Background: an optimization exercise with open tools, aiming at small area and a short achievable clock period. Do not read the settings as production practice. At most, simulation tests tie the RTL to the original design; equivalence was not proved. No activity file was given, so power comes from the tool's default toggle rates.

## main
==> flow/design.v <==
`timescale 1ns / 1ps
module axi_csr_fifo_top #(
    parameter ADDR_WIDTH = 12,
    parameter DATA_WIDTH = 32,
    parameter FIFO_DEPTH = 16
)(
    input  wire                         ACLK,
    input  wire                         ARESETn,
    input  wire [ADDR_WIDTH - 1:0]      S_AXI_AWADDR,
    input  wire                         S_AXI_AWVALID,
    output wire                         S_AXI_AWREADY,
    input  wire [DATA_WIDTH - 1:0]      S_AXI_WDATA,
    input  wire [(DATA_WIDTH/8) - 1:0]  S_AXI_WSTRB,
    input  wire                         S_AXI_WVALID,
    output wire                         S_AXI_WREADY,
    output wire [1:0]                   S_AXI_BRESP,
    output wire                         S_AXI_BVALID,
    input  wire                         S_AXI_BREADY,
    input  wire [ADDR_WIDTH - 1:0]      S_AXI_ARADDR,
    input  wire                         S_AXI_ARVALID,
    output wire                         S_AXI_ARREADY,
    output wire [DATA_WIDTH - 1:0]      S_AXI_RDATA,
    output wire [1:0]                   S_AXI_RRESP,
    output wire                         S_AXI_RVALID,
    input  wire                         S_AXI_RREADY,
    input  wire                         wr_en,
    input  wire                         rd_en,
    input  wire [DATA_WIDTH - 1:0]      data_in,
    output reg  [DATA_WIDTH - 1:0]      data_out
);
    reg        wready;
    reg        aw_en;
    reg        bvalid;
    reg        bresp1;
    reg        aw_is0;       
    reg [31:0] control;
    wire accept  = !wready && S_AXI_AWVALID && S_AXI_WVALID && aw_en;
    wire wr_fire = wready && S_AXI_AWVALID && S_AXI_WVALID;
    wire bhs     = bvalid && S_AXI_BREADY;
    always @(posedge ACLK or negedge ARESETn) begin
        if (!ARESETn) begin
            wready <= 1'b0;
            aw_en  <= 1'b1;
            bvalid <= 1'b0;
        end else begin
            wready <= accept;
            if (accept)
                aw_en <= 1'b0;
            else if (bhs)
                aw_en <= 1'b1;
            if (wr_fire && !bvalid)
                bvalid <= 1'b1;
            else if (bhs)
                bvalid <= 1'b0;
        end
    end
    always @(posedge ACLK) begin
        if (accept)
            aw_is0 <= (S_AXI_AWADDR == 12'h000);
        if (wr_fire && !bvalid)
            bresp1 <= !aw_is0;
    end
    integer b;
    always @(posedge ACLK or negedge ARESETn) begin
        if (!ARESETn)
            control <= 32'h0;
        else if (wr_fire && aw_is0)
            for (b = 0; b < 4; b = b + 1)
                if (S_AXI_WSTRB[b])
                    control[b*8 +: 8] <= S_AXI_WDATA[b*8 +: 8];
    end
    assign S_AXI_AWREADY = wready;
    assign S_AXI_WREADY  = wready;
    assign S_AXI_BVALID  = bvalid;
    assign S_AXI_BRESP   = {bresp1, 1'b0};
    reg [31:0] mem [0:15];
    reg [3:0]  wp, rp;
    reg        full, empty;
    wire       cs    = control[0];
    wire [3:0] diff  = wp - rp;
    wire [4:0] level = {full, diff};
    wire       we    = cs && wr_en && !full;
    wire       re    = cs && rd_en && !empty;
    always @(posedge ACLK or negedge ARESETn) begin
        if (!ARESETn) begin
            wp    <= 4'd0;
            rp    <= 4'd0;
            full  <= 1'b0;
            empty <= 1'b1;
        end else begin
            if (we) wp <= wp + 4'd1;
            if (re) rp <= rp + 4'd1;
            if (we && !re) begin
                full  <= (diff == 4'd15);
                empty <= 1'b0;
            end else if (re && !we) begin
                full  <= 1'b0;
                empty <= (diff == 4'd1);
            end
        end
    end
    always @(posedge ACLK)
        if (we)
            mem[wp] <= data_in;
    reg [31:0] rd_next;
    integer k;
    always @(*) begin
        rd_next = {32{!re}} & data_out;
        for (k = 0; k < 16; k = k + 1)
            rd_next = rd_next | ({32{re && (rp == k)}} & mem[k]);
    end
    always @(posedge ACLK or negedge ARESETn) begin
        if (!ARESETn)
            data_out <= 32'h0;
        else
            data_out <= rd_next;
    end
    reg        arready;
    reg        rvalid;
    reg        rresp1;
    reg        ar_is0, ar_is4, ar_is8;    
    reg [31:0] rdata;
    wire ar_take = !arready && S_AXI_ARVALID && !rvalid;
    wire rd_fire = arready && S_AXI_ARVALID && !rvalid;
    wire ar_lo   = (S_AXI_ARADDR[11:4] == 8'h00) && (S_AXI_ARADDR[1:0] == 2'b00);
    always @(posedge ACLK)
        if (ar_take) begin
            ar_is0 <= ar_lo && (S_AXI_ARADDR[3:2] == 2'd0);
            ar_is4 <= ar_lo && (S_AXI_ARADDR[3:2] == 2'd1);
            ar_is8 <= ar_lo && (S_AXI_ARADDR[3:2] == 2'd2);
        end
    wire [31:0] status_v = {16'd0, 3'd0, level, 6'd0, full, empty};
    wire [31:0] level_v  = {27'd0, level};
    wire [31:0] rd_val   = ({32{ar_is0}} & control) |
                           ({32{ar_is4}} & status_v) |
                           ({32{ar_is8}} & level_v);
    always @(posedge ACLK or negedge ARESETn) begin
        if (!ARESETn) begin
            arready <= 1'b0;
            rvalid  <= 1'b0;
        end else begin
            arready <= ar_take;
            if (rd_fire)
                rvalid <= 1'b1;
            else if (rvalid && S_AXI_RREADY)
                rvalid <= 1'b0;
        end
    end
    always @(posedge ACLK)
        if (rd_fire) begin
            rdata  <= rd_val;
            rresp1 <= !(ar_is0 || ar_is4 || ar_is8);
        end
    assign S_AXI_ARREADY = arready;
    assign S_AXI_RVALID  = rvalid;
    assign S_AXI_RDATA   = rdata;
    assign S_AXI_RRESP   = {rresp1, 1'b0};
endmodule
Settings: LEC_CHECK=0, CAP_MARGIN=20, CORE_MARGIN=2, CORE_UTILIZATION=40, SETUP_SLACK_MARGIN=2.8, SLEW_MARGIN=20; clock period 5.0 ns.
run.sh (not shown) runs the stock make flow with config.mk's settings and CLKGATE_MAP_FILE= SYNTH_SCRIPT=/design/flow/synth_recipe.tcl, a recipe that flattens the netlist after the stock synthesis.
main went all the way through the flow, and no timing, DRC or antenna check failed.
Changes in the feature branch relative to main:
==> flow/design.v, changed modules only <==
module axi_csr_fifo_top #(
    parameter ADDR_WIDTH = 12,
    parameter DATA_WIDTH = 32,
    parameter FIFO_DEPTH = 16
)(
    input  wire                         ACLK,
    input  wire                         ARESETn,
    input  wire [ADDR_WIDTH - 1:0]      S_AXI_AWADDR,
    input  wire                         S_AXI_AWVALID,
    output wire                         S_AXI_AWREADY,
    input  wire [DATA_WIDTH - 1:0]      S_AXI_WDATA,
    input  wire [(DATA_WIDTH/8) - 1:0]  S_AXI_WSTRB,
    input  wire                         S_AXI_WVALID,
    output wire                         S_AXI_WREADY,
    output wire [1:0]                   S_AXI_BRESP,
    output wire                         S_AXI_BVALID,
    input  wire                         S_AXI_BREADY,
    input  wire [ADDR_WIDTH - 1:0]      S_AXI_ARADDR,
    input  wire                         S_AXI_ARVALID,
    output wire                         S_AXI_ARREADY,
    output wire [DATA_WIDTH - 1:0]      S_AXI_RDATA,
    output wire [1:0]                   S_AXI_RRESP,
    output wire                         S_AXI_RVALID,
    input  wire                         S_AXI_RREADY,
    input  wire                         wr_en,
    input  wire                         rd_en,
    input  wire [DATA_WIDTH - 1:0]      data_in,
    output reg  [DATA_WIDTH - 1:0]      data_out
);
    reg        wready;
    reg        aw_en;
    reg        bvalid;
    reg        bresp1;
    reg [31:0] control;
    wire accept   = !wready && S_AXI_AWVALID && S_AXI_WVALID && aw_en;
    wire wr_fire  = wready && S_AXI_AWVALID && S_AXI_WVALID;
    wire bhs      = bvalid && S_AXI_BREADY;
    wire aw_is0   = (S_AXI_AWADDR == 12'h000);
    always @(posedge ACLK or negedge ARESETn) begin
        if (!ARESETn) begin
            wready <= 1'b0;
            aw_en  <= 1'b1;
            bvalid <= 1'b0;
        end else begin
            wready <= accept;
            if (accept)
                aw_en <= 1'b0;
            else if (bhs)
                aw_en <= 1'b1;
            if (wr_fire && !bvalid)
                bvalid <= 1'b1;
            else if (bhs)
                bvalid <= 1'b0;
        end
    end
    always @(posedge ACLK)
        if (wr_fire && !bvalid)
            bresp1 <= !aw_is0;
    integer b;
    always @(posedge ACLK or negedge ARESETn) begin
        if (!ARESETn)
            control <= 32'h0;
        else if (wr_fire && aw_is0)
            for (b = 0; b < 4; b = b + 1)
                if (S_AXI_WSTRB[b])
                    control[b*8 +: 8] <= S_AXI_WDATA[b*8 +: 8];
    end
    assign S_AXI_AWREADY = wready;
    assign S_AXI_WREADY  = wready;
    assign S_AXI_BVALID  = bvalid;
    assign S_AXI_BRESP   = {bresp1, 1'b0};
    reg [31:0] mem [0:15];
    reg [3:0]  wp, rp;
    reg        full, empty;
    wire       cs    = control[0];
    wire [3:0] diff  = wp - rp;
    wire [4:0] level = {full, diff};
    wire       we    = cs && wr_en && !full;
    wire       re    = cs && rd_en && !empty;
    always @(posedge ACLK or negedge ARESETn) begin
        if (!ARESETn) begin
            wp    <= 4'd0;
            rp    <= 4'd0;
            full  <= 1'b0;
            empty <= 1'b1;
        end else begin
            if (we) wp <= wp + 4'd1;
            if (re) rp <= rp + 4'd1;
            if (we && !re) begin
                full  <= (diff == 4'd15);
                empty <= 1'b0;
            end else if (re && !we) begin
                full  <= 1'b0;
                empty <= (diff == 4'd1);
            end
        end
    end
    always @(posedge ACLK)
        if (we)
            mem[wp] <= data_in;
    always @(posedge ACLK or negedge ARESETn) begin
        if (!ARESETn)
            data_out <= 32'h0;
        else if (re)
            data_out <= mem[rp];
    end
    reg        arready;
    reg        rvalid;
    reg        rresp1;
    reg [31:0] rdata;
    wire rd_fire = arready && S_AXI_ARVALID && !rvalid;
    wire ar_lo   = (S_AXI_ARADDR[11:4] == 8'h00) && (S_AXI_ARADDR[1:0] == 2'b00);
    wire ar_is0  = ar_lo && (S_AXI_ARADDR[3:2] == 2'd0);
    wire ar_is4  = ar_lo && (S_AXI_ARADDR[3:2] == 2'd1);
    wire ar_is8  = ar_lo && (S_AXI_ARADDR[3:2] == 2'd2);
    wire [31:0] status_v = {16'd0, 3'd0, level, 6'd0, full, empty};
    wire [31:0] level_v  = {27'd0, level};
    wire [31:0] rd_val   = ({32{ar_is0}} & control) |
                           ({32{ar_is4}} & status_v) |
                           ({32{ar_is8}} & level_v);
    always @(posedge ACLK or negedge ARESETn) begin
        if (!ARESETn) begin
            arready <= 1'b0;
            rvalid  <= 1'b0;
        end else begin
            arready <= !arready && S_AXI_ARVALID && !rvalid;
            if (rd_fire)
                rvalid <= 1'b1;
            else if (rvalid && S_AXI_RREADY)
                rvalid <= 1'b0;
        end
    end
    always @(posedge ACLK)
        if (rd_fire) begin
            rdata  <= rd_val;
            rresp1 <= !(ar_is0 || ar_is4 || ar_is8);
        end
    assign S_AXI_ARREADY = arready;
    assign S_AXI_RVALID  = rvalid;
    assign S_AXI_RDATA   = rdata;
    assign S_AXI_RRESP   = {rresp1, 1'b0};
endmodule
## What came out
- Min post-synthesis compound-gate area fraction across main and the feature branch: the feature branch
- Against main as the reference, the feature branch delivers a lower area of all placed cells without fillers.
- When the final numbers for main and the feature branch were put side by side, the global-route usage turned out to be greater in main.
- Changes observed in the feature branch relative to main: post-route total power went down by about 2.3%, clock buffer count in the final layout shows a reduction of 15, power share of the clock group decreased by 0.9 points relative to the old numbers.
The RTL of main was laid out without a check of its function.

==> re-timing with driven ports <==
Ports are ideal in the flow. The routed layouts listed here were re-timed in OpenROAD.
Step 1 sets driving cells, clkbuf_16 on the clock port and buf_2 on the other inputs (assumed; they add their load-dependent delay and slew).
Step 2 adds t to the input delays and takes it off the output delays; t is the mean of the earliest and latest rising clock arrival at the registers after step 1. Input paths then give back, and output paths get back, about the clock's delay inside the block.
a / b / c = ideal / step 1 / step 2; a / b = the first two.
run | shift t [ns] | setup slack, ns | worst hold slack (ns)
main | 0.655 | 2.785 / 2.726 / 2.158 | 0.483 / 0.483 / 0.483
the feature branch | 0.676 | 2.798 / 2.752 / 2.159 | 0.442 / 0.425 / 0.442
After both steps every run listed still meets setup and hold. The setup slack of the feature branch, which loses most, moves by -0.046 ns with the drivers and by -0.639 ns with both steps.
